This is an optimization exercise on Yosys and OpenROAD, whose aim is small area, not a production implementation.
Function was checked by simulation only, so behaviour that the tests miss may differ from the original.
Power is estimated from default activity; no workload was simulated.

[flow/design.v]
`timescale 1ns / 1ps
module fa (input a, input b, input c, output s, output co);
assign s = a ^ b ^ c;
assign co = (a & b) | (a & c) | (b & c);
endmodule
module ha (input a, input b, output s, output co);
assign s = a ^ b;
assign co = a & b;
endmodule
module rca #(parameter N = 8) (
    input  [N-1:0] a,
    input  [N-1:0] b,
    output [N-1:0] s,
    output         co
);
wire [N:0] c;
ha u0 (.a(a[0]), .b(b[0]), .s(s[0]), .co(c[1]));
genvar i;
generate for (i = 1; i < N; i = i + 1) begin : g
    fa u (.a(a[i]), .b(b[i]), .c(c[i]), .s(s[i]), .co(c[i+1]));
end endgenerate
assign co = c[N];
endmodule
module rcac #(parameter N = 8) (
    input  [N-1:0] a,
    input  [N-1:0] b,
    input          ci,
    output [N-1:0] s
);
wire [N:0] c;
assign c[0] = ci;
genvar i;
generate for (i = 0; i < N; i = i + 1) begin : g
    fa u (.a(a[i]), .b(b[i]), .c(c[i]), .s(s[i]), .co(c[i+1]));
end endgenerate
endmodule
module inc #(parameter N = 8) (
    input  [N-1:0] a,
    input          ci,
    output [N-1:0] s
);
wire [N:0] c;
assign c[0] = ci;
genvar i;
generate for (i = 0; i < N - 1; i = i + 1) begin : g
    ha u (.a(a[i]), .b(c[i]), .s(s[i]), .co(c[i+1]));
end endgenerate
assign s[N-1] = a[N-1] ^ c[N-1];
endmodule
module inc1 #(parameter N = 8) (
    input  [N-1:0] a,
    output [N-1:0] s
);
wire [N:0] c;
assign s[0] = ~a[0];
assign c[1] = a[0];
genvar i;
generate for (i = 1; i < N - 1; i = i + 1) begin : g
    ha u (.a(a[i]), .b(c[i]), .s(s[i]), .co(c[i+1]));
end endgenerate
assign s[N-1] = a[N-1] ^ c[N-1];
endmodule
module cge #(parameter N = 8) (
    input  [N-1:0] a,
    input  [N-1:0] b,
    output         co
);
wire [N:0] c;
assign c[0] = 1'b1;
genvar i;
generate for (i = 0; i < N; i = i + 1) begin : g
    assign c[i+1] = (a[i] & b[i]) | (a[i] & c[i]) | (b[i] & c[i]);
end endgenerate
assign co = c[N];
endmodule
module rec_addr (
    input  [7:0] ch,
    output [9:0] rec
);
wire [2:0] u = ch[7:5] - 3'd1;
wire sg = ~(ch[7] | ch[6] | ch[5]);
wire [9:0] d = {sg, sg, u, ch[4:0]};
wire [9:0] c;
assign rec[0] = d[0];
ha u1 (.a(d[1]), .b(d[0]), .s(rec[1]), .co(c[2]));
genvar i;
generate for (i = 2; i < 9; i = i + 1) begin : g
    fa u (.a(d[i]), .b(d[i-1]), .c(c[i]), .s(rec[i]), .co(c[i+1]));
end endgenerate
assign rec[9] = c[9];
endmodule
module cgen #(parameter N = 8) (
    input  [N-1:0] an,
    input  [N-1:0] bn,
    output         cn
);
wire [N:0] c;
assign c[1] = an[0] & bn[0];
genvar i;
generate for (i = 1; i < N; i = i + 1) begin : g
    maj u (.a(an[i]), .b(bn[i]), .c(c[i]), .y(c[i+1]));
end endgenerate
assign cn = c[N];
endmodule
module maj (input a, input b, input c, output y);
assign y = (a & b) | (a & c) | (b & c);
endmodule
module dec #(parameter N = 8) (
    input  [N-1:0] a,
    input          bi,
    output [N-1:0] s
);
wire [N:0] b;
assign b[0] = bi;
genvar i;
generate for (i = 0; i < N; i = i + 1) begin : g
    xor2m u_x (.a(a[i]), .b(b[i]), .y(s[i]));
    assign b[i+1] = ~a[i] & b[i];
end endgenerate
endmodule
module xor2m (input a, input b, output y);
assign y = a ^ b;
endmodule
module mux4h (input [3:0] s, input [3:0] d, output y);
assign y = |(s & d);
endmodule
module dig (input b0, input b1, output s1, output s2, output s3);
assign s1 = b0 & ~b1;
assign s2 = ~b0 & b1;
assign s3 = b0 & b1;
assign lo = b0;
endmodule
module eqn #(parameter N = 8) (input [N-1:0] a, input [N-1:0] b, output y);
assign y = ~|(a ^ b);
endmodule
module han (input an, input bn, output sn, output cn);
xnor2m u_x (.a(an), .b(bn), .y(sn));
or2m u_o (.a(an), .b(bn), .y(cn));
endmodule
module xnor2m (input a, input b, output y);
assign y = ~(a ^ b);
endmodule
module or2m (input a, input b, output y);
assign y = a | b;
endmodule
module triple (
    input  [7:0] x,
    output [9:0] x3
);
wire [9:0] c;
assign x3[0] = x[0];
ha u1 (.a(x[1]), .b(x[0]), .s(x3[1]), .co(c[2]));
genvar i;
generate for (i = 2; i < 8; i = i + 1) begin : g
    fa u (.a(x[i]), .b(x[i-1]), .c(c[i]), .s(x3[i]), .co(c[i+1]));
end endgenerate
ha u8 (.a(x[7]), .b(c[8]), .s(x3[8]), .co(x3[9]));
endmodule
module mul8r4 (
    input  [7:0] x,
    input  [9:0] x3,
    input  [3:0] s1,
    input  [3:0] s2,
    input  [3:0] s3,
    input  [3:0] d0,
    output [15:0] pn
);
    wire ppn0_0 = ~(d0[0] & x[0]);
    wire ppn0_1 = ~((s1[0] & x[1]) | (s2[0] & x[0]) | (s3[0] & x3[1]));
    wire ppn0_2 = ~((s1[0] & x[2]) | (s2[0] & x[1]) | (s3[0] & x3[2]));
    wire ppn0_3 = ~((s1[0] & x[3]) | (s2[0] & x[2]) | (s3[0] & x3[3]));
    wire ppn0_4 = ~((s1[0] & x[4]) | (s2[0] & x[3]) | (s3[0] & x3[4]));
    wire ppn0_5 = ~((s1[0] & x[5]) | (s2[0] & x[4]) | (s3[0] & x3[5]));
    wire ppn0_6 = ~((s1[0] & x[6]) | (s2[0] & x[5]) | (s3[0] & x3[6]));
    wire ppn0_7 = ~((s1[0] & x[7]) | (s2[0] & x[6]) | (s3[0] & x3[7]));
    wire ppn0_8 = ~((s2[0] & x[7]) | (s3[0] & x3[8]));
    wire ppn0_9 = ~((s3[0] & x3[9]));
    wire ppn1_0 = ~(d0[1] & x[0]);
    wire ppn1_1 = ~((s1[1] & x[1]) | (s2[1] & x[0]) | (s3[1] & x3[1]));
    wire ppn1_2 = ~((s1[1] & x[2]) | (s2[1] & x[1]) | (s3[1] & x3[2]));
    wire ppn1_3 = ~((s1[1] & x[3]) | (s2[1] & x[2]) | (s3[1] & x3[3]));
    wire ppn1_4 = ~((s1[1] & x[4]) | (s2[1] & x[3]) | (s3[1] & x3[4]));
    wire ppn1_5 = ~((s1[1] & x[5]) | (s2[1] & x[4]) | (s3[1] & x3[5]));
    wire ppn1_6 = ~((s1[1] & x[6]) | (s2[1] & x[5]) | (s3[1] & x3[6]));
    wire ppn1_7 = ~((s1[1] & x[7]) | (s2[1] & x[6]) | (s3[1] & x3[7]));
    wire ppn1_8 = ~((s2[1] & x[7]) | (s3[1] & x3[8]));
    wire ppn1_9 = ~((s3[1] & x3[9]));
    wire ppn2_0 = ~(d0[2] & x[0]);
    wire ppn2_1 = ~((s1[2] & x[1]) | (s2[2] & x[0]) | (s3[2] & x3[1]));
    wire ppn2_2 = ~((s1[2] & x[2]) | (s2[2] & x[1]) | (s3[2] & x3[2]));
    wire ppn2_3 = ~((s1[2] & x[3]) | (s2[2] & x[2]) | (s3[2] & x3[3]));
    wire ppn2_4 = ~((s1[2] & x[4]) | (s2[2] & x[3]) | (s3[2] & x3[4]));
    wire ppn2_5 = ~((s1[2] & x[5]) | (s2[2] & x[4]) | (s3[2] & x3[5]));
    wire ppn2_6 = ~((s1[2] & x[6]) | (s2[2] & x[5]) | (s3[2] & x3[6]));
    wire ppn2_7 = ~((s1[2] & x[7]) | (s2[2] & x[6]) | (s3[2] & x3[7]));
    wire ppn2_8 = ~((s2[2] & x[7]) | (s3[2] & x3[8]));
    wire ppn2_9 = ~((s3[2] & x3[9]));
    wire ppn3_0 = ~(d0[3] & x[0]);
    wire ppn3_1 = ~((s1[3] & x[1]) | (s2[3] & x[0]) | (s3[3] & x3[1]));
    wire ppn3_2 = ~((s1[3] & x[2]) | (s2[3] & x[1]) | (s3[3] & x3[2]));
    wire ppn3_3 = ~((s1[3] & x[3]) | (s2[3] & x[2]) | (s3[3] & x3[3]));
    wire ppn3_4 = ~((s1[3] & x[4]) | (s2[3] & x[3]) | (s3[3] & x3[4]));
    wire ppn3_5 = ~((s1[3] & x[5]) | (s2[3] & x[4]) | (s3[3] & x3[5]));
    wire ppn3_6 = ~((s1[3] & x[6]) | (s2[3] & x[5]) | (s3[3] & x3[6]));
    wire ppn3_7 = ~((s1[3] & x[7]) | (s2[3] & x[6]) | (s3[3] & x3[7]));
    wire ppn3_8 = ~((s2[3] & x[7]) | (s3[3] & x3[8]));
    wire ppn3_9 = ~((s3[3] & x3[9]));
    wire h0_s, h0_c;
    han u_h0 (.an(ppn0_6), .bn(ppn1_4), .sn(h0_s), .cn(h0_c));
    wire f1_s, f1_c;
    fa u_f1 (.a(ppn0_7), .b(ppn1_5), .c(ppn2_3), .s(f1_s), .co(f1_c));
    wire f2_s, f2_c;
    fa u_f2 (.a(ppn0_8), .b(ppn1_6), .c(ppn2_4), .s(f2_s), .co(f2_c));
    wire f3_s, f3_c;
    fa u_f3 (.a(ppn0_9), .b(ppn1_7), .c(ppn2_5), .s(f3_s), .co(f3_c));
    wire h4_s, h4_c;
    han u_h4 (.an(ppn1_8), .bn(ppn2_6), .sn(h4_s), .cn(h4_c));
    wire h5_s, h5_c;
    han u_h5 (.an(ppn1_9), .bn(ppn2_7), .sn(h5_s), .cn(h5_c));
    wire h6_s, h6_c;
    han u_h6 (.an(ppn0_4), .bn(ppn1_2), .sn(h6_s), .cn(h6_c));
    wire f7_s, f7_c;
    fa u_f7 (.a(ppn0_5), .b(ppn1_3), .c(ppn2_1), .s(f7_s), .co(f7_c));
    wire f8_s, f8_c;
    fa u_f8 (.a(h0_s), .b(ppn2_2), .c(ppn3_0), .s(f8_s), .co(f8_c));
    wire f9_s, f9_c;
    fa u_f9 (.a(f1_s), .b(ppn3_1), .c(h0_c), .s(f9_s), .co(f9_c));
    wire f10_s, f10_c;
    fa u_f10 (.a(f2_s), .b(ppn3_2), .c(f1_c), .s(f10_s), .co(f10_c));
    wire f11_s, f11_c;
    fa u_f11 (.a(f3_s), .b(ppn3_3), .c(f2_c), .s(f11_s), .co(f11_c));
    wire f12_s, f12_c;
    fa u_f12 (.a(h4_s), .b(ppn3_4), .c(f3_c), .s(f12_s), .co(f12_c));
    wire f13_s, f13_c;
    fa u_f13 (.a(h5_s), .b(ppn3_5), .c(h4_c), .s(f13_s), .co(f13_c));
    wire f14_s, f14_c;
    fa u_f14 (.a(ppn2_8), .b(ppn3_6), .c(h5_c), .s(f14_s), .co(f14_c));
    wire h15_s, h15_c;
    han u_h15 (.an(ppn2_9), .bn(ppn3_7), .sn(h15_s), .cn(h15_c));
    wire h16_s, h16_c;
    han u_h16 (.an(ppn0_2), .bn(ppn1_0), .sn(h16_s), .cn(h16_c));
    wire f17_s, f17_c;
    fa u_f17 (.a(ppn0_3), .b(ppn1_1), .c(h16_c), .s(f17_s), .co(f17_c));
    wire f18_s, f18_c;
    fa u_f18 (.a(h6_s), .b(ppn2_0), .c(f17_c), .s(f18_s), .co(f18_c));
    wire f19_s, f19_c;
    fa u_f19 (.a(f7_s), .b(h6_c), .c(f18_c), .s(f19_s), .co(f19_c));
    wire f20_s, f20_c;
    fa u_f20 (.a(f8_s), .b(f7_c), .c(f19_c), .s(f20_s), .co(f20_c));
    wire f21_s, f21_c;
    fa u_f21 (.a(f9_s), .b(f8_c), .c(f20_c), .s(f21_s), .co(f21_c));
    wire f22_s, f22_c;
    fa u_f22 (.a(f10_s), .b(f9_c), .c(f21_c), .s(f22_s), .co(f22_c));
    wire f23_s, f23_c;
    fa u_f23 (.a(f11_s), .b(f10_c), .c(f22_c), .s(f23_s), .co(f23_c));
    wire f24_s, f24_c;
    fa u_f24 (.a(f12_s), .b(f11_c), .c(f23_c), .s(f24_s), .co(f24_c));
    wire f25_s, f25_c;
    fa u_f25 (.a(f13_s), .b(f12_c), .c(f24_c), .s(f25_s), .co(f25_c));
    wire f26_s, f26_c;
    fa u_f26 (.a(f14_s), .b(f13_c), .c(f25_c), .s(f26_s), .co(f26_c));
    wire f27_s, f27_c;
    fa u_f27 (.a(h15_s), .b(f14_c), .c(f26_c), .s(f27_s), .co(f27_c));
    wire f28_s, f28_c;
    fa u_f28 (.a(ppn3_8), .b(h15_c), .c(f27_c), .s(f28_s), .co(f28_c));
    wire o15 = ~(ppn3_9 ^ f28_c);
    assign pn = {o15, f28_s, f27_s, f26_s, f25_s, f24_s, f23_s, f22_s, f21_s, f20_s, f19_s, f18_s, f17_s, h16_s, ppn0_1, ppn0_0};
endmodule
`timescale 1ns / 1ps
module osd_core (
    input pix_clk, rstb,
    input fval, dval, lval,
    input [31:0] str,
    input [95:0] str_color,
    input [10:0] start_x,
    input [9:0] start_y,
    input [7:0] pix_data,
    output [10:0] data_addr,
    input [39:0] data_in,
    output [15:0] scan_addr,
    input [7:0] pix_font,
    output [23:0] pix_modified,
    output fval_out, dval_out, lval_out
);
reg        start;         
reg  [1:0] char_count;
reg  [7:0] column;
reg  [8:0] line;
reg  [8:0] prow;          
reg  [9:0] pcol;
reg [15:0] scan_r;
reg [23:0] pix_r;
reg        fval_r, dval_r, lval_r;
assign scan_addr = scan_r;
assign pix_modified = pix_r;
assign fval_out = fval_r;
assign dval_out = dval_r;
assign lval_out = lval_r;
wire [3:0] csel = {char_count == 2'd3, char_count == 2'd2, char_count == 2'd1, char_count == 2'd0};
wire [3:0] ssel = csel & {4{start}};
wire  [7:0] chm;
wire [23:0] color;
genvar k;
generate for (k = 0; k < 8; k = k + 1) begin : chm_g
    mux4h u (.s(ssel), .d({str[k], str[8+k], str[16+k], str[24+k]}), .y(chm[k]));
end endgenerate
generate for (k = 0; k < 24; k = k + 1) begin : color_g
    mux4h u (.s(csel), .d({str_color[k], str_color[24+k], str_color[48+k], str_color[72+k]}), .y(color[k]));
end endgenerate
wire [7:0] ch = {chm[7:6], chm[5] | ~start, chm[4:0]};
wire [9:0] rec;
rec_addr u_rec (.ch(ch), .rec(rec));
assign data_addr = {rec, 1'b0};
wire [7:0] gx = data_in[39:32];
wire [7:0] gy = data_in[31:24];
wire [7:0] gw = data_in[23:16];
wire [7:0] gh = data_in[15:8];
wire [8:0] line_inc;
inc1 #(9) u_line_inc (.a(line), .s(line_inc));
wire col_end, last_line;
eqn #(8) u_col_end (.a(column), .b(gw), .y(col_end));
eqn #(9) u_last_line (.a(line_inc), .b({1'b0, gh}), .y(last_line));
wire act       = dval & start & rstb;
wire hold      = act & col_end & last_line;    
wire blend     = act & ~(col_end & last_line);
wire last_char = char_count[1] & char_count[0];
wire [8:0] trow;
wire       trow_co;
rca #(9) u_trow (.a(start_y[8:0]), .b(line), .s(trow), .co(trow_co));
wire col_hit, row_hit;
eqn #(10) u_col_hit (.a(pcol), .b(start_x[9:0]), .y(col_hit));
eqn #(9) u_row_hit (.a(prow), .b(trow), .y(row_hit));
wire match = col_hit & row_hit & ~trow_co;
wire pwrap = pcol[9] & (&pcol[6:0]);           
wire [7:0] a = pix_font & {8{blend}};
wire [7:0] p = pix_data;
wire [3:0] na1, na2, na3;                       
generate for (k = 0; k < 4; k = k + 1) begin : dig_g
    assign na1[k] = ~a[2*k] &  a[2*k+1];
    assign na2[k] =  a[2*k] & ~a[2*k+1];
    assign na3[k] = ~a[2*k] & ~a[2*k+1] & rstb;    
end endgenerate
wire [9:0] p3;
triple u_p3 (.x(p), .x3(p3));
wire [15:0] x1n;
mul8r4 u_m1 (.x(p), .x3(p3), .s1(na1), .s2(na2), .s3(na3), .d0(na1 | na3), .pn(x1n));
wire c1n;
cgen #(8) u_c1 (.an(x1n[15:8]), .bn(x1n[7:0]), .cn(c1n));
wire [7:0] q1n;
dec #(8) u_q1 (.a(x1n[15:8]), .bi(~c1n), .s(q1n));
wire [9:0] a3;
triple u_a3 (.x(a), .x3(a3));
wire [23:0] pix_next;
generate for (k = 0; k < 3; k = k + 1) begin : ch_g
    wire [7:0] c = color[8*k +: 8];
    wire [3:0] c1, c2, c3;
    genvar j;
    for (j = 0; j < 4; j = j + 1) begin : dig_g
        dig u (.b0(c[2*j]), .b1(c[2*j+1]), .s1(c1[j]), .s2(c2[j]), .s3(c3[j]));
    end
    wire [15:0] x2n;
    mul8r4 u_m2 (.x(a), .x3(a3), .s1(c1), .s2(c2), .s3(c3), .d0({c[6], c[4], c[2], c[0]}), .pn(x2n));
    wire c2n;
    cgen #(8) u_c2 (.an(x2n[15:8]), .bn(x2n[7:0]), .cn(c2n));
    wire [7:0] outn;
    rcac #(8) u_out (.a(q1n), .b(x2n[15:8]), .ci(c2n), .s(outn));
    assign pix_next[8*k +: 8] = ~outn;
end endgenerate
wire run = fval & rstb;                         
wire pw = dval & pwrap;
wire col_adv = act & ~col_end;
wire col_clr = ~run | (act & col_end);
wire line_adv = act & col_end & last_char & ~last_line;
wire cc_adv = act & col_end & ~last_line;
wire [7:0] column_inc;
inc #(8) u_col (.a(column), .ci(col_adv), .s(column_inc));
wire [9:0] pcol_inc;
inc #(10) u_pcol (.a(pcol), .ci(dval), .s(pcol_inc));
wire [8:0] prow_inc;
inc #(9) u_prow (.a(prow), .ci(pw), .s(prow_inc));
wire [15:0] scan_next;
wire scan_co;
rca #(16) u_scan (.a({gy, gx}), .b({line[7:0], column} & {16{blend}}), .s(scan_next), .co(scan_co));
always @(posedge pix_clk) begin
    fval_r <= fval & rstb;
    dval_r <= dval & rstb;
    lval_r <= lval & rstb;
    if (!hold) pix_r <= pix_next;
    scan_r <= scan_next & {16{rstb}};
    if (!rstb)
        start <= 1'b0;
    else if (dval & (match | start))
        start <= ~(start & col_end & (last_line | last_char));
    column <= column_inc & {8{~col_clr}};
    pcol <= run ? (pcol_inc & {10{~pw}}) : 10'd1;
    prow <= prow_inc & {9{run}};
    char_count <= (char_count + {1'b0, cc_adv}) & {2{run}};
    if (!run)
        line <= 9'd0;
    else if (line_adv)
        line <= line_inc;
end
endmodule
[flow/flow/run.sh]
#!/bin/bash
# The standard layout with area-oriented settings:
#  - port buffers made from the smallest buffer cell (every port still gets one)
#  - synthesis (abc) buffers removed at floorplan
#  - no dummy loads added to the clock tree
# Each tool's output is in the ORFS logs under orfs/logs; make's output is in
# standard_run.log.
set -e
cat >> config.mk <<'EOT'
export BUFFER_PORTS_ARGS = -buffer_cell sky130_fd_sc_hd__buf_1
export REMOVE_ABC_BUFFERS = 1
export RECOVER_POWER = 100
export CTS_ARGS = -sink_clustering_enable -repair_clock_nets -dont_use_dummy_load -buf_list sky130_fd_sc_hd__clkbuf_8
EOT
bash standard.sh > standard_run.log 2>&1
[flow/standard.sh]
#!/bin/bash
# synth_recipe.tcl (not shown) runs the flow's synth.tcl, then flattens the netlist and writes it again
# the make line also repeats each setting of config.mk as NAME=value (left out here)
make -C /OpenROAD-flow-scripts/flow DESIGN_CONFIG=/design/flow/config.mk WORK_HOME=/design/flow/orfs CLKGATE_MAP_FILE= SYNTH_SCRIPT=/design/flow/synth_recipe.tcl "${@:-finish}"
[flow/config.mk]
export PLATFORM = sky130hd
export DESIGN_NAME = osd_core
export DESIGN_NICKNAME = osd_core
export VERILOG_FILES = /design/flow/design.v
export SDC_FILE = /design/flow/constraint.sdc
export NUM_CORES = 4
export LEC_CHECK = 0
export CAP_MARGIN = 20
export CORE_MARGIN = 2
export CORE_UTILIZATION = 40
export GPL_TIMING_DRIVEN = 0
export SLEW_MARGIN = 20
export SYNTH_HIERARCHICAL = 1
export BUFFER_PORTS_ARGS = -buffer_cell sky130_fd_sc_hd__buf_1
export REMOVE_ABC_BUFFERS = 1
export RECOVER_POWER = 100
export CTS_ARGS = -sink_clustering_enable -repair_clock_nets -dont_use_dummy_load -buf_list sky130_fd_sc_hd__clkbuf_8
[flow/constraint.sdc]
create_clock -name core_clock -period 25.0 [get_ports {pix_clk}]
set_input_delay 5.0000 -clock core_clock [delete_from_list [all_inputs] [get_ports {pix_clk}]]
set_output_delay 5.0000 -clock core_clock [all_outputs]
set_load 0.01 [all_outputs]
==> results of run 1 <==
==> critical path: cells and delay by family <==
family	cells	cell delay, ns
buffers and inverters	2	1.20
and+or+nand+nor	2	1.66
adders and majority gates	27	10.45
AOI/OAI and AO/OA	2	1.82
==> registers in the layout, summed over array words and instances, names as in the netlist <==
name and cells:
pcol 10, lval_r 1, start 1, pix_r 24, char_count 2, line 9
dval_r 1, column 8, fval_r 1, prow 9, scan_r 16
==> final cells by class <==
| cell class | count | area (sq um) | area share [%] |
|---|---|---|---|
| multi-input cells | 793 | 8160 | 69.4 |
| clock buffers | 9 | 124 | 1.05 |
| inverters | 32 | 120 | 1.02 |
| repair buffers | 256 | 995 | 8.46 |
| flip-flops and latches | 82 | 1880 | 16.0 |
| well taps | 378 | 473 | 4.02 |
==> through the flow <==
step,cell area (sq um),instances,utilization [%]
6_report,11800,1550,42.2
5_1_grt,11800,1550,42.2
4_1_cts,11800,1549,42.3
3_5_place_dp,11700,1540,41.8
3_3_place_gp,11600,1537,41.7
2_1_floorplan,10200,907,-
==> power groups by stage <==
stage | Clock [W] | Combinational (W) | Sequential [W]
finish | 0.0000801 | 0.000241 | 0.000176
CTS | 0.0000836 | 0.000246 | 0.000177
global route | 0.0000886 | 0.000272 | 0.000178
floorplan | 0 | 0.000139 | 0.000187
detailed placement | 0 | 0.000244 | 0.000180
global placement | 0 | 0.000243 | 0.000180
==> path summary, 6_finish.rpt <==
kind                start        end  slack [ns]  cells past startpoint
setup / recovery     rstb  pix_r[15]        4.98                     33
hold / removal    line[2]    line[2]        0.53                      2
setup reg to reg  line[1]  pix_r[15]        7.95                     42
hold reg to reg   line[2]    line[2]        0.53                      2
==> per-layer routing <==
metal / wire [um] / GRT usage, % / up-vias
li1: - / - / 4043
met1: 12600 / 27.1 / 4323
met2: 14800 / 34.6 / 514
met3: 2470 / 3.23 / 58
met4: 787 / 5.95 / 0
met5: 0 / 0 / -
==> results.txt, run 1 <==
- Final Max Tran Viols: 98
- Relative max-transition margin: -16.3%
- Least-Margin Pin Slew: roughly 1.7 ns
- Starting Density: approximately two fifths
- Power Dens Cells: ~42 nW/um^2
- CTS H-tree lvls: 3
- Most frequent cells in the layout: 250 x buf_1, 158 x fa_1, 112 x a222oi_1
- Row cnt: slightly above 60
- Die Wd: approximately 170 um
- Sequential power share: 35.5%
- Share of cells above drive strength 1: a little under 7%
- Routed WL: a little over 30000 um
- Max Cap Violations: 3
- Fmax: approximately 0.05 GHz
- Status: complete, but fails checks
- Cell Area, Synth: between 10000 and 15000 sq um
- Slowest stage delay, CP: approximately 1.4 ns
- First-pass DRT Iterations: 13
- # hold bufs at CTS: 0
- First-pass GRT wire length: between 40000 and 50000 um
- Final period util: approximately four fifths
- Power share of the clock group: about 16%
- Clk sinks: 82
- Routability Congestion: 0.863
- Setup violators final: 0
- Fillers: 2725
- Initial antenna violation count: 0
- Worst setup EP type: flip-flop
- Fin. Hold Viols: 0
- Clk root buf: clkbuf_8
- Number of synthesis warnings: 8
- Element type at the critical path start: primary input
- TNS Setup: 0 ns
- Remaining Overflow, GRT: 0
- Min Tclk post-route: ~20 ns
- Unrepaired setup endpoints after global routing: false
- Wirelength per Cell: around 20 um
- Die height: between 150 and 200 um
- CTS tree: built
- Switch share: roughly 42%
- Syn_area_per_cell: 10.8 sq um
- PortBufs: about 250
- ANT nets after route: 0
- VDD IR-drop max: 0.0412 mV
- Final Hold Slack: roughly 0.53 ns
- Worst skew pair latency: ~0.4 ns
- Post-Synthesis Cells: between 1000 and 1500
- Vias per std cell: a little under 6
- Final HPWL DP: 23900 um
- CTS max path bufs: 2
- PnR Total Power: between 0.0004 and 0.0005 W
- Hold WC Path Type: reg -> reg
- Starting DRT DRC Count: ~1500
- Top cell by count, worst path: fa_1
- Setup bufs post-CTS: 0
- CTS resizes: 0
- Ports: 264
- DRC: 0
- Required @ worst endpoint: approximately 25 ns
- Setup ws final: about 5 ns
- Switch Pwr: 0.000211 W
- Die area: approximately 30000 sq um
- Clock buffer count from CTS: 9
- Lkg Pwr: approximately 3.8 nW
- Gate power share: between 40% and 50%
- Largest net degree at the start of global routing: between 40 and 50
- Via count: 8938
- Core Box Area: 27900 sq um
- GRT Util Overall: between 20% and 30%
- Kind of critical path: in -> reg
- Number of global-route vias before repair: 9054
- Clock skew: roughly 0.047 ns
- Fin nets: between 1500 and 2000
- Failed layout checks: capacitance limit, slew limit
- Critical Path Slowest Stage Cell: a21oi_1
- Arr. time, crit path: 20.15 ns
- Number of diodes: 0
- CTS clock-pin slew for the worst setup and hold paths: about 0.080 ns
- Leading cell type in the layout, fill and taps excluded: buf_1
- Max FO, Critical Path: 41
- DP Worst Slack: just under 6 ns
- Internal power: 0.000287 W
- Area grow syn2layout: 3.45%
==> inputs of run 2 (changes only) <==
--- a/flow/flow/run.sh
+++ b/flow/flow/run.sh
@@ -9,7 +9,6 @@
 cat >> config.mk <<'EOT'
 export BUFFER_PORTS_ARGS = -buffer_cell sky130_fd_sc_hd__buf_1
 export REMOVE_ABC_BUFFERS = 1
-export RECOVER_POWER = 100
 export CTS_ARGS = -sink_clustering_enable -repair_clock_nets -dont_use_dummy_load -buf_list sky130_fd_sc_hd__clkbuf_8
 EOT
 bash standard.sh > standard_run.log 2>&1
==> flow/config.mk (replaced) <==
export PLATFORM = sky130hd
export DESIGN_NAME = osd_core
export DESIGN_NICKNAME = osd_core
export VERILOG_FILES = /design/flow/design.v
export SDC_FILE = /design/flow/constraint.sdc
export NUM_CORES = 4
export LEC_CHECK = 0
export CAP_MARGIN = 0
export CORE_MARGIN = 2
export CORE_UTILIZATION = 40
export GPL_TIMING_DRIVEN = 0
export SLEW_MARGIN = 0
export SYNTH_HIERARCHICAL = 1
export BUFFER_PORTS_ARGS = -buffer_cell sky130_fd_sc_hd__buf_1
export REMOVE_ABC_BUFFERS = 1
export CTS_ARGS = -sink_clustering_enable -repair_clock_nets -dont_use_dummy_load -buf_list sky130_fd_sc_hd__clkbuf_8
==> run 2 against run 1 <==
Now clean on timing, DRC and antenna; register-to-register slack gained 1.1 ns; final area grew 0.50%; hold slack gained 0.015 ns; global-route usage grew 0.14 points; non-clock buffer count shrank 1; flip-flop and latch count is the same; sequential power is essentially flat; synthesized area is the same; critical path type unchanged; highest routed layer unchanged.
==> results.txt, run 2 <==
- Wirelength per Cell: 19.8 um
- Final period util: between 70% and 80%
- Syn_area_per_cell: between 10 and 15 sq um
- Final Hold Slack: approximately 0.55 ns
- Least-Margin Pin Slew: ~1.2 ns
- Dpl cells: roughly 1500
- Status: finished clean
- Worst setup EP type: flip-flop
- Gate power share: between 40% and 50%
- Fin nets: 1581
- Die area: ~30000 sq um
- Fmax: 0.0530 GHz
- Top cell by count, worst path: fa_1
- Element type at the critical path start: primary input
- Power Dens Cells: around 42 nW/um^2
- Number of synthesis warnings: 8
- Min Tclk post-route: about 19 ns
- ANT nets after route: 0
- Crit path buf inv count: 2
- Required @ worst endpoint: ~25 ns
- DRC: 0
- DP Area: roughly 12000 sq um
- Post-Synthesis Cells: about 1100
- CTS resizes: 0
- Clk sinks: 82
- Routed WL: 30700 um
- Sequential power share: roughly 35%
- Largest net degree at the start of global routing: 42
- PortBufs: 252
- Clk root buf: clkbuf_8
- Slowest stage delay, CP: 0.92 ns
- Met2 Use GR: about a third
- # hold bufs at CTS: 0
- Kind of critical path: in -> reg
- Lkg Pwr: 3.77 nW
- CTS tree: built
- Relative max-transition margin: 18.5%
- VDD IR-drop max: ~0.044 mV
- Core Box Area: approximately 28000 sq um
- Final Max Tran Viols: 0
- Cell Area, Synth: around 11000 sq um
- Switch Pwr: ~0.00021 W
- Starting Density: around two fifths
- Number of diodes: 0
- PnR Total Power: roughly 0.0005 W
- Unrepaired setup endpoints after global routing: false
- Hold WC Path Type: reg -> reg
- Starting DRT DRC Count: ~1500
- Critical Path Slowest Stage Cell: fa_1
- Switch share: between 40% and 50%
- Most frequent cells in the layout: 251 x buf_1, 158 x fa_1, 112 x a222oi_1
- First-pass GRT wire length: between 40000 and 50000 um
- Max Cap Violations: 0
- Number of global-route vias before repair: 9083
- Die height: around 170 um
- Setup violators final: 0
- Share of cells above drive strength 1: around 7.7%
- Via count: ~9000
- Vias per std cell: approximately 5.8
- Final HPWL DP: ~24000 um
- Leading cell type in the layout, fill and taps excluded: buf_1
- Worst skew pair latency: between 0.3 and 0.4 ns
- CTS max path bufs: 2
- Biggest register: pix_r
- Clock buffer count from CTS: 9
- Remaining Overflow, GRT: 0
- First-pass DRT Iterations: 12
- CTS clock-pin slew for the worst setup and hold paths: roughly 0.080 ns
- Max FO, Critical Path: 28
- Row cnt: 61
- Grt met1 use: a little over a quarter
- Setup bufs post-CTS: 0
- Ports: between 200 and 300
- Busiest grt layer: met2
- Fillers: ~2700
- CTS H-tree lvls: 3
- Post-route cell area: between 10000 and 15000 sq um
- Fin. Hold Viols: 0
- Clock skew: around 0.042 ns
- Max reg flops: 24
- Largest regs: pix_r: 24 flops, scan_r: 16 flops, pcol: 10 flops
- Internal power: 0.000287 W
- Initial antenna violation count: 0
- Power share of the clock group: between 10% and 20%
- Area grow syn2layout: 3.96%
- Die Wd: 173 um
- GRT Util Overall: between 20% and 30%
- Layout Cells excl Fill: between 1500 and 2000
- TNS Setup: 0 ns
- Top cell family by delay on the critical path: adder cells
- Routability Congestion: approximately 0.86
- M3 GR Usage: approximately 3.5%
- Arr. time, crit path: roughly 19 ns
==> run 2: worst paths after layout <==
check,from,endpoint,slack [ns],cells after the start
worst min register to register,line[5],line[5],0.55,2
worst min-delay path,line[5],line[5],0.55,2
worst max register to register,line[1],pix_r[15],9.06,42
worst max-delay path,data_in[9],pix_r[15],6.12,35
==> run 2: through the flow <==
step	worst slack [ns]	util [%]
6_report	6.12	42.4
5_1_grt	5.69	42.4
4_1_cts	6.20	42.4
3_5_place_dp	5.83	42.0
3_3_place_gp	5.91	41.7
2_1_floorplan	7.31	-
==> run 2: cell type report <==
cell class | instances | area, sq um | area share (%)
multi-input cells | 793 | 8200 | 69.4
inverters | 32 | 120 | 1.02
flip-flops and latches | 82 | 1880 | 15.9
clock buffers | 9 | 124 | 1.05
repair buffers | 255 | 1020 | 8.61
well taps | 378 | 473 | 4.00
==> run 2: per-layer routing <==
| metal | vias to the layer above | routed length (um) |
|---|---|---|
| met4 | 0 | 755 |
| met1 | 4351 | 12300 |
| met2 | 570 | 14800 |
| li1 | 4042 | - |
| met5 | - | 0 |
| met3 | 50 | 2780 |
==> run 2: power by group through the flow <==
stage               Combinational [W]  Sequential (W)  Clock [W]
floorplan                    0.000139        0.000187          0
global placement             0.000243        0.000180          0
detailed placement           0.000243        0.000180          0
CTS                          0.000246        0.000177  0.0000837
global route                 0.000273        0.000178  0.0000883
finish                       0.000242        0.000176  0.0000799
==> run 2: worst register-to-register path, delay by kind of cell (launching register included) <==
family	cells	cell delay (ns)
AO/OA/AOI/OAI	2	0.53
adder cells (fa/ha/maj)	34	13.11
AND/OR/NAND/NOR	3	1.34
flip-flops	1	0.36
buffers and inverters	1	0.04
XOR/XNOR	2	0.33
==> inputs of run 3 (changes only) <==
--- a/flow/design.v
+++ b/flow/design.v
@@ -102,6 +102,20 @@
 end endgenerate
 assign cn = c[N];
 endmodule
+module cgenc #(parameter N = 8) (
+    input  [N-1:0] an,
+    input  [N-1:0] bn,
+    input          cin,
+    output         cn
+);
+wire [N:0] c;
+assign c[0] = cin;
+genvar i;
+generate for (i = 0; i < N; i = i + 1) begin : g
+    maj u (.a(an[i]), .b(bn[i]), .c(c[i]), .y(c[i+1]));
+end endgenerate
+assign cn = c[N];
+endmodule
 module maj (input a, input b, input c, output y);
 assign y = (a & b) | (a & c) | (b & c);
 endmodule
@@ -266,6 +280,121 @@
     wire o15 = ~(ppn3_9 ^ f28_c);
     assign pn = {o15, f28_s, f27_s, f26_s, f25_s, f24_s, f23_s, f22_s, f21_s, f20_s, f19_s, f18_s, f17_s, h16_s, ppn0_1, ppn0_0};
 endmodule
+module mul8r4e (
+    input  [7:0] x,
+    input  [9:0] x3,
+    input  [3:0] s1,
+    input  [3:0] s2,
+    input  [3:0] s3,
+    input  [3:0] d0,
+    input         e8n,
+    output [15:0] pn
+);
+    wire ppn0_0 = ~(d0[0] & x[0]);
+    wire ppn0_1 = ~((s1[0] & x[1]) | (s2[0] & x[0]) | (s3[0] & x3[1]));
+    wire ppn0_2 = ~((s1[0] & x[2]) | (s2[0] & x[1]) | (s3[0] & x3[2]));
+    wire ppn0_3 = ~((s1[0] & x[3]) | (s2[0] & x[2]) | (s3[0] & x3[3]));
+    wire ppn0_4 = ~((s1[0] & x[4]) | (s2[0] & x[3]) | (s3[0] & x3[4]));
+    wire ppn0_5 = ~((s1[0] & x[5]) | (s2[0] & x[4]) | (s3[0] & x3[5]));
+    wire ppn0_6 = ~((s1[0] & x[6]) | (s2[0] & x[5]) | (s3[0] & x3[6]));
+    wire ppn0_7 = ~((s1[0] & x[7]) | (s2[0] & x[6]) | (s3[0] & x3[7]));
+    wire ppn0_8 = ~((s2[0] & x[7]) | (s3[0] & x3[8]));
+    wire ppn0_9 = ~((s3[0] & x3[9]));
+    wire ppn1_0 = ~(d0[1] & x[0]);
+    wire ppn1_1 = ~((s1[1] & x[1]) | (s2[1] & x[0]) | (s3[1] & x3[1]));
+    wire ppn1_2 = ~((s1[1] & x[2]) | (s2[1] & x[1]) | (s3[1] & x3[2]));
+    wire ppn1_3 = ~((s1[1] & x[3]) | (s2[1] & x[2]) | (s3[1] & x3[3]));
+    wire ppn1_4 = ~((s1[1] & x[4]) | (s2[1] & x[3]) | (s3[1] & x3[4]));
+    wire ppn1_5 = ~((s1[1] & x[5]) | (s2[1] & x[4]) | (s3[1] & x3[5]));
+    wire ppn1_6 = ~((s1[1] & x[6]) | (s2[1] & x[5]) | (s3[1] & x3[6]));
+    wire ppn1_7 = ~((s1[1] & x[7]) | (s2[1] & x[6]) | (s3[1] & x3[7]));
+    wire ppn1_8 = ~((s2[1] & x[7]) | (s3[1] & x3[8]));
+    wire ppn1_9 = ~((s3[1] & x3[9]));
+    wire ppn2_0 = ~(d0[2] & x[0]);
+    wire ppn2_1 = ~((s1[2] & x[1]) | (s2[2] & x[0]) | (s3[2] & x3[1]));
+    wire ppn2_2 = ~((s1[2] & x[2]) | (s2[2] & x[1]) | (s3[2] & x3[2]));
+    wire ppn2_3 = ~((s1[2] & x[3]) | (s2[2] & x[2]) | (s3[2] & x3[3]));
+    wire ppn2_4 = ~((s1[2] & x[4]) | (s2[2] & x[3]) | (s3[2] & x3[4]));
+    wire ppn2_5 = ~((s1[2] & x[5]) | (s2[2] & x[4]) | (s3[2] & x3[5]));
+    wire ppn2_6 = ~((s1[2] & x[6]) | (s2[2] & x[5]) | (s3[2] & x3[6]));
+    wire ppn2_7 = ~((s1[2] & x[7]) | (s2[2] & x[6]) | (s3[2] & x3[7]));
+    wire ppn2_8 = ~((s2[2] & x[7]) | (s3[2] & x3[8]));
+    wire ppn2_9 = ~((s3[2] & x3[9]));
+    wire ppn3_0 = ~(d0[3] & x[0]);
+    wire ppn3_1 = ~((s1[3] & x[1]) | (s2[3] & x[0]) | (s3[3] & x3[1]));
+    wire ppn3_2 = ~((s1[3] & x[2]) | (s2[3] & x[1]) | (s3[3] & x3[2]));
+    wire ppn3_3 = ~((s1[3] & x[3]) | (s2[3] & x[2]) | (s3[3] & x3[3]));
+    wire ppn3_4 = ~((s1[3] & x[4]) | (s2[3] & x[3]) | (s3[3] & x3[4]));
+    wire ppn3_5 = ~((s1[3] & x[5]) | (s2[3] & x[4]) | (s3[3] & x3[5]));
+    wire ppn3_6 = ~((s1[3] & x[6]) | (s2[3] & x[5]) | (s3[3] & x3[6]));
+    wire ppn3_7 = ~((s1[3] & x[7]) | (s2[3] & x[6]) | (s3[3] & x3[7]));
+    wire ppn3_8 = ~((s2[3] & x[7]) | (s3[3] & x3[8]));
+    wire ppn3_9 = ~((s3[3] & x3[9]));
+    wire h0_s, h0_c;
+    han u_h0 (.an(e8n), .bn(ppn0_8), .sn(h0_s), .cn(h0_c));
+    wire h1_s, h1_c;
+    han u_h1 (.an(ppn0_9), .bn(ppn1_7), .sn(h1_s), .cn(h1_c));
+    wire h2_s, h2_c;
+    han u_h2 (.an(ppn0_6), .bn(ppn1_4), .sn(h2_s), .cn(h2_c));
+    wire f3_s, f3_c;
+    fa u_f3 (.a(ppn0_7), .b(ppn1_5), .c(ppn2_3), .s(f3_s), .co(f3_c));
+    wire f4_s, f4_c;
+    fa u_f4 (.a(h0_s), .b(ppn1_6), .c(ppn2_4), .s(f4_s), .co(f4_c));
+    wire f5_s, f5_c;
+    fa u_f5 (.a(h1_s), .b(ppn2_5), .c(ppn3_3), .s(f5_s), .co(f5_c));
+    wire f6_s, f6_c;
+    fa u_f6 (.a(ppn1_8), .b(ppn2_6), .c(ppn3_4), .s(f6_s), .co(f6_c));
+    wire h7_s, h7_c;
+    han u_h7 (.an(ppn1_9), .bn(ppn2_7), .sn(h7_s), .cn(h7_c));
+    wire h8_s, h8_c;
+    han u_h8 (.an(ppn0_4), .bn(ppn1_2), .sn(h8_s), .cn(h8_c));
+    wire f9_s, f9_c;
+    fa u_f9 (.a(ppn0_5), .b(ppn1_3), .c(ppn2_1), .s(f9_s), .co(f9_c));
+    wire f10_s, f10_c;
+    fa u_f10 (.a(h2_s), .b(ppn2_2), .c(ppn3_0), .s(f10_s), .co(f10_c));
+    wire f11_s, f11_c;
+    fa u_f11 (.a(f3_s), .b(ppn3_1), .c(h2_c), .s(f11_s), .co(f11_c));
+    wire f12_s, f12_c;
+    fa u_f12 (.a(f4_s), .b(ppn3_2), .c(f3_c), .s(f12_s), .co(f12_c));
+    wire f13_s, f13_c;
+    fa u_f13 (.a(f5_s), .b(h0_c), .c(f4_c), .s(f13_s), .co(f13_c));
+    wire f14_s, f14_c;
+    fa u_f14 (.a(f6_s), .b(h1_c), .c(f5_c), .s(f14_s), .co(f14_c));
+    wire f15_s, f15_c;
+    fa u_f15 (.a(h7_s), .b(ppn3_5), .c(f6_c), .s(f15_s), .co(f15_c));
+    wire f16_s, f16_c;
+    fa u_f16 (.a(ppn2_8), .b(ppn3_6), .c(h7_c), .s(f16_s), .co(f16_c));
+    wire h17_s, h17_c;
+    han u_h17 (.an(ppn2_9), .bn(ppn3_7), .sn(h17_s), .cn(h17_c));
+    wire h18_s, h18_c;
+    han u_h18 (.an(ppn0_2), .bn(ppn1_0), .sn(h18_s), .cn(h18_c));
+    wire f19_s, f19_c;
+    fa u_f19 (.a(ppn0_3), .b(ppn1_1), .c(h18_c), .s(f19_s), .co(f19_c));
+    wire f20_s, f20_c;
+    fa u_f20 (.a(h8_s), .b(ppn2_0), .c(f19_c), .s(f20_s), .co(f20_c));
+    wire f21_s, f21_c;
+    fa u_f21 (.a(f9_s), .b(h8_c), .c(f20_c), .s(f21_s), .co(f21_c));
+    wire f22_s, f22_c;
+    fa u_f22 (.a(f10_s), .b(f9_c), .c(f21_c), .s(f22_s), .co(f22_c));
+    wire f23_s, f23_c;
+    fa u_f23 (.a(f11_s), .b(f10_c), .c(f22_c), .s(f23_s), .co(f23_c));
+    wire f24_s, f24_c;
+    fa u_f24 (.a(f12_s), .b(f11_c), .c(f23_c), .s(f24_s), .co(f24_c));
+    wire f25_s, f25_c;
+    fa u_f25 (.a(f13_s), .b(f12_c), .c(f24_c), .s(f25_s), .co(f25_c));
+    wire f26_s, f26_c;
+    fa u_f26 (.a(f14_s), .b(f13_c), .c(f25_c), .s(f26_s), .co(f26_c));
+    wire f27_s, f27_c;
+    fa u_f27 (.a(f15_s), .b(f14_c), .c(f26_c), .s(f27_s), .co(f27_c));
+    wire f28_s, f28_c;
+    fa u_f28 (.a(f16_s), .b(f15_c), .c(f27_c), .s(f28_s), .co(f28_c));
+    wire f29_s, f29_c;
+    fa u_f29 (.a(h17_s), .b(f16_c), .c(f28_c), .s(f29_s), .co(f29_c));
+    wire f30_s, f30_c;
+    fa u_f30 (.a(ppn3_8), .b(h17_c), .c(f29_c), .s(f30_s), .co(f30_c));
+    wire o15 = ~(ppn3_9 ^ f30_c);
+    assign pn = {o15, f30_s, f29_s, f28_s, f27_s, f26_s, f25_s, f24_s, f23_s, f22_s, f21_s, f20_s, f19_s, h18_s, ppn0_1, ppn0_0};
+endmodule
 `timescale 1ns / 1ps
 module osd_core (
     input pix_clk, rstb,
@@ -346,8 +475,6 @@
 mul8r4 u_m1 (.x(p), .x3(p3), .s1(na1), .s2(na2), .s3(na3), .d0(na1 | na3), .pn(x1n));
 wire c1n;
 cgen #(8) u_c1 (.an(x1n[15:8]), .bn(x1n[7:0]), .cn(c1n));
-wire [7:0] q1n;
-dec #(8) u_q1 (.a(x1n[15:8]), .bi(~c1n), .s(q1n));
 wire [9:0] a3;
 triple u_a3 (.x(a), .x3(a3));
 wire [23:0] pix_next;
@@ -359,11 +486,12 @@
         dig u (.b0(c[2*j]), .b1(c[2*j+1]), .s1(c1[j]), .s2(c2[j]), .s3(c3[j]));
     end
     wire [15:0] x2n;
-    mul8r4 u_m2 (.x(a), .x3(a3), .s1(c1), .s2(c2), .s3(c3), .d0({c[6], c[4], c[2], c[0]}), .pn(x2n));
+    mul8r4e u_m2 (.x(a), .x3(a3), .s1(c1), .s2(c2), .s3(c3), .d0({c[6], c[4], c[2], c[0]}),
+                  .e8n(c1n), .pn(x2n));
     wire c2n;
-    cgen #(8) u_c2 (.an(x2n[15:8]), .bn(x2n[7:0]), .cn(c2n));
+    cgenc #(8) u_c2 (.an(x2n[15:8]), .bn(x2n[7:0]), .cin(~c1n), .cn(c2n));
     wire [7:0] outn;
-    rcac #(8) u_out (.a(q1n), .b(x2n[15:8]), .ci(c2n), .s(outn));
+    rcac #(8) u_out (.a(x1n[15:8]), .b(x2n[15:8]), .ci(c2n), .s(outn));
     assign pix_next[8*k +: 8] = ~outn;
 end endgenerate
 wire run = fval & rstb;                         
--- a/flow/flow/run.sh
+++ b/flow/flow/run.sh
@@ -1,5 +1,7 @@
 #!/bin/bash
 # The standard layout with area-oriented settings:
+#  - synthesis: abc maps without assuming a large load on each output
+#    (ABC_LOAD_IN_FF 0), so it does not upsize gates for it
 #  - port buffers made from the smallest buffer cell (every port still gets one)
 #  - synthesis (abc) buffers removed at floorplan
 #  - no dummy loads added to the clock tree
@@ -11,4 +13,4 @@
 export REMOVE_ABC_BUFFERS = 1
 export CTS_ARGS = -sink_clustering_enable -repair_clock_nets -dont_use_dummy_load -buf_list sky130_fd_sc_hd__clkbuf_8
 EOT
-bash standard.sh > standard_run.log 2>&1
+bash standard.sh ABC_LOAD_IN_FF=0 finish > standard_run.log 2>&1
==> run 3 against run 2 <==
Fmax fell by 15%; synthesized cell count fell by 0.76%; critical path depth rose by 7; non-clock buffer count rose by 8; wire length rose by 5.3%; clock skew fell by 0.0037 ns; synthesized area fell by 1.5%; combinational power barely moved; utilization rose by 0.22 points; flip-flop and latch count did not move; hold slack got worse by 0.014 ns; power fell by 0.63%; highest routed layer unchanged.
==> results.txt, run 3 <==
- CTS resizes: 0
- Fin. Hold Viols: 0
- Wirelength per Cell: around 21 um
- Setup violators final: 0
- Area grow syn2layout: 5.27%
- Critical Path Slowest Stage Cell: xnor2_1
- TNS Setup: 0 ns
- Clock buffer count from CTS: 9
- Routed WL: roughly 32000 um
- Arr. time, crit path: ~22 ns
- Max FO, Critical Path: 10
- CTS H-tree lvls: 3
- Fin nets: roughly 1600
- Kind of critical path: in -> reg
- Max reg flops: 24
- Remaining Overflow, GRT: 0
- CTS clock-pin slew for the worst setup and hold paths: roughly 0.09 ns
- Share of cells above drive strength 1: 2.65%
- Row cnt: around 60
- Worst setup EP type: flip-flop
- Biggest register: pix_r
- Largest net degree at the start of global routing: 42
- Hold WC Path Type: reg -> reg
- Slowest stage delay, CP: approximately 1.0 ns
- Top cell by count, worst path: fa_1
- Final core utilization: 42.6%
- Post-Synthesis Cells: between 1000 and 1500
- Status: finished clean
- Element type at the critical path start: primary input
- Die area: 29300 sq um
- Unrepaired setup endpoints after global routing: false
- Cell Area, Synth: around 11000 sq um
- ANT nets after route: 0
- Clock skew: 0.0379 ns
- Core Box Area: 27600 sq um
- Syn_area_per_cell: 10.7 sq um
- Number of synthesis warnings: 8
- Leading cell type in the layout, fill and taps excluded: buf_1
- Number of global-route vias before repair: just under 9000
- First-pass GRT wire length: just under 50000 um
- First-pass DRT Iterations: 15
- Ports: approximately 260
- Die Wd: 171 um
- Initial antenna violation count: 1
- Lkg Pwr: 3.69 nW
- Relative max-transition margin: ~11%
- Required @ worst endpoint: around 25 ns
- Final period util: about nine tenths
- Fillers: about 2700
- PortBufs: approximately 250
- # hold bufs at CTS: 0
- DRC: 0
- Least-Margin Pin Slew: between 1 and 1.5 ns
- Min Tclk post-route: 22.11 ns
- CTS max path bufs: 2
- Via count: ~9000
- Clk sinks: 82
- Max Cap Violations: 0
- Vias per std cell: 5.81
- CTS tree: built
- Largest regs: pix_r: 24 flops, scan_r: 16 flops, pcol: 10 flops
- Fmax: roughly 0.045 GHz
- Power Dens Cells: approximately 42 nW/um^2
- VDD IR-drop max: between 0.04 and 0.05 mV
- Clk root buf: clkbuf_8
- Setup bufs post-CTS: 0
- Final Max Tran Viols: 0
- Starting DRT DRC Count: about 1500
- Final HPWL DP: 25200 um
- Worst skew pair latency: roughly 0.38 ns
- Starting Density: 40.5%
- Die height: around 170 um
- GRT Util Overall: around 22%
- Most frequent cells in the layout: 251 x buf_1, 161 x fa_1, 112 x a222oi_1
- Routability Congestion: 0.866
-- run 3: changes by cell type in the layout (fill, tap and decap cells not counted), moves of 12 or more --
cell and delta:
maj3_1 +31, maj3_2 -28, and2_1 -39, or2_0 +27, and2_2 -12, or2_1 -24
and2b_2 -13, and2_0 +48
-- run 3: power by group --
part           internal, W  switching, W  leakage, nW  total (W)
registers         0.000168    0.00000542        0.737   0.000174
clock network    0.0000324     0.0000501       0.0647  0.0000824
logic            0.0000903      0.000149         2.88   0.000239
-- run 3: cell type report --
| cell class | count | area (sq um) | area share, % |
|---|---|---|---|
| sequential | 82 | 1880 | 16.0 |
| antenna | 1 | 2.50 | 0.0212 |
| inverter | 31 | 116 | 0.988 |
| multi-input combinational | 786 | 8030 | 68.2 |
| tap | 378 | 473 | 4.02 |
| clock buffer | 9 | 124 | 1.05 |
| timing repair buffer | 263 | 1150 | 9.76 |
-- run 3: routing by layer --
| metal | global-route usage, % | share of wire (%) | vias to the layer above |
|---|---|---|---|
| li1 | - | - | 4039 |
| met3 | 3.93 | 9.1 | 52 |
| met4 | 7.77 | 3.1 | 0 |
| met5 | 0 | 0 | - |
| met2 | 37.1 | 47 | 528 |
| met1 | 29.0 | 41 | 4392 |
-- run 3: worst paths after layout --
check | from | end | slack, ns | cells after the start
setup reg to reg | line[1] | pix_r[7] | 5.95 | 50
hold / removal | line[8] | line[8] | 0.53 | 2
hold reg to reg | line[8] | line[8] | 0.53 | 2
setup / recovery | pix_data[1] | pix_r[7] | 2.89 | 42
-- run 3: critical path, delay by kind of cell --
family / cells / cell delay [ns]
xor+xnor: 2 / 1.15
fa+ha+maj: 37 / 15.49
buf+inv: 2 / 0.27
compound gates: 1 / 0.34
-- run 3: stage by stage --
step	worst slack [ns]	cells	total power (W)	area (sq um)	hold WS, ns
finish	2.89	1550	0.000495	11800	0.534
global route	2.23	1549	0.000537	11800	0.583
CTS	2.84	1549	0.000503	11800	0.537
detailed placement	2.41	1540	0.000416	11700	0.522
global placement	2.16	1529	0.000414	11400	0.523
floorplan	3.90	899	0.000327	10000	0.495
==> inputs of run 4 (changes only) <==
==> flow/flow/run.sh (replaced) <==
#!/bin/bash
# The standard layout with area-oriented settings:
#  - port buffers made from the smallest buffer cell (every port still gets one)
#  - synthesis (abc) buffers removed at floorplan
#  - no dummy loads added to the clock tree
# Each tool's output is in the ORFS logs under orfs/logs; make's output is in
# standard_run.log.
set -e
cat >> config.mk <<'EOT'
export BUFFER_PORTS_ARGS = -buffer_cell sky130_fd_sc_hd__buf_1
export REMOVE_ABC_BUFFERS = 1
export CTS_ARGS = -sink_clustering_enable -repair_clock_nets -dont_use_dummy_load -buf_list sky130_fd_sc_hd__clkbuf_8
EOT
bash standard.sh > standard_run.log 2>&1
--- a/flow/config.mk
+++ b/flow/config.mk
@@ -7,7 +7,7 @@
 export LEC_CHECK = 0
 export CAP_MARGIN = 0
 export CORE_MARGIN = 2
-export CORE_UTILIZATION = 40
+export CORE_UTILIZATION = 50
 export GPL_TIMING_DRIVEN = 0
 export SLEW_MARGIN = 0
 export SYNTH_HIERARCHICAL = 1
==> run 4 against run 3 <==
Power up 3.4%; critical path depth unchanged; non-clock buffer count down 8; utilization up 9.3 points; sequential share of layout area up 0.18 points; final cell count down 6.6%; largest cell class unchanged; highest routed layer unchanged.
==> results.txt, run 4 <==
- Status: finished clean
- GRT Util Overall: around a quarter
- Area grow syn2layout: 2.73%
- Register Area: 1880 sq um
- TNS Setup: 0 ns
- Setup bufs post-CTS: 0
- First-pass GRT wire length: 46600 um
- Max FO, Critical Path: 10
- CTS H-tree lvls: 3
- Syn_area_per_cell: approximately 11 sq um
- Share of cells above drive strength 1: under 10%
- Critical Path Slowest Stage Cell: xnor2_1
- Slowest stage delay, CP: a little under 0.8 ns
- Max reg flops: 24
- Fmax: around 0.046 GHz
- Row cnt: 55
- Least-Margin Pin Slew: around 1.3 ns
- Number of global-route vias before repair: 8565
- Core Box Area: ~22000 sq um
- Routed WL: between 30000 and 40000 um
- Relative max-transition margin: about 15%
- Die height: around 150 um
- Post-route cell area: roughly 12000 sq um
- Remaining Overflow, GRT: 0
- Power Dens Cells: between 40 and 50 nW/um^2
- Biggest register: pix_r
- Top cell by count, worst path: fa_1
- Setup ws final: about 3.2 ns
- Element type at the critical path start: primary input
- Final core utilization: between 50 and 60%
- Clock skew: 0.0405 ns
- Max Cap Violations: 0
- Final Hold Slack: roughly 0.54 ns
- Fin. Hold Viols: 0
- Leading cell type in the layout, fill and taps excluded: buf_1
- Fin nets: approximately 1600
- CTS resizes: 0
- DRC: 0
- Unrepaired setup endpoints after global routing: false
- Required @ worst endpoint: around 25 ns
- Die area: ~24000 sq um
- CTS clock-pin slew for the worst setup and hold paths: 0.07 ns
- Routability Congestion: around 0.85
- DP Area: between 10000 and 15000 sq um
- DP Worst Slack: between 2 and 3 ns
- Die Wd: ~150 um
- Most frequent cells in the layout: 251 x buf_1, 161 x fa_1, 112 x a222oi_1
- # hold bufs at CTS: 0
- Worst setup EP type: flip-flop
- Area of the multi-input gates: between 8000 and 9000 sq um
- Post-Synthesis Cells: about 1000
- CTS max path bufs: 2
- Worst skew pair latency: around 0.40 ns
- Min Tclk post-route: about 22 ns
- VDD IR-drop max: 0.0398 mV
- Clk root buf: clkbuf_8
- Final HPWL DP: between 20000 and 25000 um
- Number of diodes: 0
- Number of synthesis warnings: 8
- Lkg Pwr: ~3.7 nW
- Clk sinks: between 80 and 90
- Fillers: about 2100
- CTS tree: built
- Final Max Tran Viols: 0
- Wirelength per Cell: approximately 21 um
- Arr. time, crit path: about 22 ns
- Starting Density: between 50% and 60%
- Initial antenna violation count: 1
- PortBufs: between 200 and 300
- Starting DRT DRC Count: around 1400
- Final period util: between 80 and 90%
- Ports: 264
- Cell Area, Synth: 11300 sq um
- First-pass DRT Iterations: 15
- Clock buffer count from CTS: 9
- ANT nets after route: 0
- Hold WC Path Type: reg -> reg
- Largest regs: pix_r: 24 flops, scan_r: 16 flops, pcol: 10 flops
- Kind of critical path: in -> reg
- Vias per std cell: ~6.2
- Largest net degree at the start of global routing: 42
- Setup violators final: 0
- Via count: just under 9000
==> run 4: worst paths after layout <==
| kind | startpoint | to | slack [ns] | cells after the start |
|---|---|---|---|---|
| setup / recovery | pix_data[1] | pix_r[15] | 3.16 | 42 |
| hold / removal | line[8] | line[8] | 0.54 | 2 |
| setup reg to reg | line[1] | pix_r[15] | 6.41 | 50 |
| hold reg to reg | line[8] | line[8] | 0.54 | 2 |
==> run 4: routing by layer <==
layer / GRT usage, % / up-vias / wire (um)
li1: - / 4030 / -
met1: 33.2 / 4345 / 12300
met2: 41.4 / 509 / 14500
met3: 4.62 / 52 / 2690
met4: 7.01 / 0 / 701
met5: 0 / - / 0
==> run 4: worst max-delay path, delay by kind of cell <==
family	cells	cell delay, ns
xor+xnor	2	0.90
fa+ha+maj	37	15.42
compound gates	1	0.37
buf+inv	2	0.25
==> run 4: final cells by class <==
cell class,instances,share of cell area [%]
clock buffer,9,1.06
timing repair buffer,255,8.52
sequential,82,16.2
multi-input combinational,786,70.2
inverter,31,0.999
tap,285,3.06
==> run 4: per-stage QoR <==
step / cells / power (W)
2_1_floorplan: 899 / 0.000334
3_3_place_gp: 1436 / 0.000429
3_5_place_dp: 1439 / 0.000432
4_1_cts: 1448 / 0.000517
5_1_grt: 1448 / 0.000547
6_report: 1448 / 0.000512
==> run 4: power by group <==
| part | total, W | switching (W) | internal, W |
|---|---|---|---|
| Combinational | 0.000256 | 0.000156 | 0.0000995 |
| Clock | 0.0000825 | 0.0000501 | 0.0000324 |
| Sequential | 0.000174 | 0.00000590 | 0.000168 |
==> inputs of run 5 (changes only) <==
--- a/flow/config.mk
+++ b/flow/config.mk
@@ -7,7 +7,7 @@
 export LEC_CHECK = 0
 export CAP_MARGIN = 0
 export CORE_MARGIN = 2
-export CORE_UTILIZATION = 50
+export CORE_UTILIZATION = 40
 export GPL_TIMING_DRIVEN = 0
 export SLEW_MARGIN = 0
 export SYNTH_HIERARCHICAL = 1
==> run 5 against run 4 <==
Critical path depth unchanged; synthesized area unchanged; clock power is 1% higher; critical path type unchanged; largest cell class unchanged.
==> results.txt, run 5 <==
- Biggest register: pix_r
- Layout Cells excl Fill: ~1500
- Critical Path Slowest Stage Cell: xnor2_1
- Clk root buf: clkbuf_8
- Fin. Hold Viols: 0
- First-pass DRT Iterations: 12
- First-pass GRT wire length: ~50000 um
- Final HPWL DP: around 24000 um
- Dpl cells: about 1500
- Clk sinks: 82
- Final Hold Slack: between 0.5 and 0.6 ns
- Max Cap Violations: 0
- Hold WC Path Type: reg -> reg
- Top cell by count, worst path: fa_1
- Starting DRT DRC Count: 1189
- Number of synthesis warnings: 8
- Clock buffer count from CTS: 9
- Number of diodes: 0
- Reg2Reg Capture Point: pix_r[23]
- CTS clock-pin slew for the worst setup and hold paths: approximately 0.09 ns
- Most frequent cells in the layout: 251 x buf_1, 161 x fa_1, 112 x a222oi_1
- Syn_area_per_cell: 10.9 sq um
- GRT Util Overall: about a fifth
- Worst setup path startpoint: pix_data[1]
- Unrepaired setup endpoints after global routing: false
- Arr. time, crit path: approximately 22 ns
- R2R setup slack: 6.30 ns
- Required @ worst endpoint: approximately 25 ns
- Share of cells above drive strength 1: between 7 and 8%
- Setup crit end: pix_r[23]
- Vias per std cell: slightly below 6
- Slowest stage delay, CP: 0.86 ns
- CTS tree: built
- Final period util: 88.0%
- Routed WL: 31700 um
- Final Max Tran Viols: 0
- Element type at the critical path start: primary input
- DRC: 0
- Area grow syn2layout: 3.75%
- Largest regs: pix_r: 24 flops, scan_r: 16 flops, pcol: 10 flops
- Post-route cell area: between 10000 and 15000 sq um
- Starting Density: between 40% and 50%
- Number of global-route vias before repair: 8708
- Kind of critical path: in -> reg
- Setup bufs post-CTS: 0
- Relative max-transition margin: between 10% and 20%
- Cell Area, Synth: 11300 sq um
- ANT nets after route: 0
- FF-to-FF path depth: 50
- Routability Congestion: between 0.9 and 1
- Fillers: about 2700
- Fin nets: roughly 1600
- Worst r2r src: line[1]
- Die height: 172 um
- Max FO, Critical Path: 10
- DP Area: ~12000 sq um
- Clock skew: 0.0278 ns
- Setup violators final: 0
- Ports: 264
- Die Wd: ~170 um
- Row cnt: between 60 and 70
- CTS max path bufs: 2
- Leading cell type in the layout, fill and taps excluded: buf_1
- Worst setup EP type: flip-flop
- TNS Setup: 0 ns
- Largest net degree at the start of global routing: 42
- # hold bufs at CTS: 0
- Status: finished clean
- Initial antenna violation count: 0
- Worst skew pair latency: 0.37 ns
- Least-Margin Pin Slew: ~1.2 ns
- Power Dens Cells: approximately 44 nW/um^2
- Core Box Area: 27900 sq um
- Die area: slightly below 30000 sq um
- Min Tclk post-route: ~22 ns
- Max reg flops: 24
- Post-Synthesis Cells: around 1000
- Fmax: ~0.045 GHz
- Lkg Pwr: about 3.7 nW
- Wirelength per Cell: 20.6 um
- VDD IR-drop max: a little under 0.03 mV
- Remaining Overflow, GRT: 0
- CTS resizes: 0
- Via count: ~9000
- PortBufs: around 250
- CTS H-tree lvls: 3
## run 5: power by group
part | total [W] | switching, W | leakage, nW | internal (W)
registers | 0.000175 | 0.00000654 | 0.737 | 0.000168
logic | 0.000259 | 0.000159 | 2.92 | 0.0000992
clock network | 0.0000837 | 0.0000513 | 0.0647 | 0.0000325
## run 5: per-stage QoR
step                power, W  utilization, %  setup WS (ns)
floorplan           0.000334               -           4.12
global placement    0.000437            41.6           2.73
detailed placement  0.000435            41.8           2.72
CTS                 0.000523            42.2           3.04
global route        0.000561            42.2           2.50
finish              0.000517            42.2           3.01
## run 5: worst max-delay path: cells and delay by family
family          cells  cell delay (ns)
fa+ha+maj          37            15.40
xor+xnor            2             0.99
compound gates      1             0.38
buf+inv             2             0.26
## run 5: layer usage
layer  part of all wire [%]  wire [um]  global-route usage, %  up-vias
met5                      0          0                      0        -
met4                    2.2        690                   6.14        0
met3                    8.7       2760                   3.80       49
met2                     48      15300                   36.2      533
met1                     41      13000                   27.7     4401
li1                       -          -                      -     4015
## run 5: how the worst min path moves through the flow
| stage | slack [ns] | start | end | cells past startpoint |
|---|---|---|---|---|
| finish | 0.54 | line[8] | line[8] | 2 |
| global placement | 0.52 | line[0] | line[0] | 2 |
| global route | 0.56 | line[1] | line[1] | 2 |
| detailed placement | 0.53 | line[8] | line[8] | 2 |
| floorplan | 0.49 | line[0] | line[0] | 2 |
| CTS | 0.54 | line[8] | line[8] | 2 |
## run 5: layout make-up
type	count	area (sq um)	area share (%)
Inverter	31	116	0.989
Timing Repair Buffer	255	992	8.44
Multi-Input combinational cell	786	8170	69.5
Tap cell	378	473	4.02
Clock buffer	9	124	1.05
Sequential cell	82	1880	16.0

[re-timing with driven ports]
How much do the figures lean on ideal ports? The routed layouts below were timed once more, with nothing changed but the port constraints. Step 1 sets driving cells, clkbuf_16 on the clock port and buf_2 on the other inputs (assumed; they add their load-dependent delay and slew). Step 2 adds t to the input delays and takes it off the output delays; t is the mean of the earliest and latest rising clock arrival at the registers after step 1. Input paths then give back, and output paths get back, about the clock's delay inside the block. Slacks: no drivers / after step 1 / after step 2; pairs: no drivers / after step 1.
| run | shift t [ns] | setup slack, ns | clock arrival spread, ns |
|---|---|---|---|
| run 1 | 0.408 | 4.983 / 4.993 / 4.585 | 0.047 / 0.046 |
| run 2 | 0.404 | 6.117 / 6.115 / 5.711 | 0.042 / 0.042 |
| run 3 | 0.412 | 2.893 / 2.905 / 2.493 | 0.039 / 0.039 |
| run 4 | 0.419 | 3.163 / 3.182 / 2.762 | 0.041 / 0.041 |
| run 5 | 0.400 | 3.009 / 3.027 / 2.626 | 0.033 / 0.033 |
The setup slack of run 2, which loses most, moves by -0.002 ns with the drivers and by -0.406 ns with both steps.
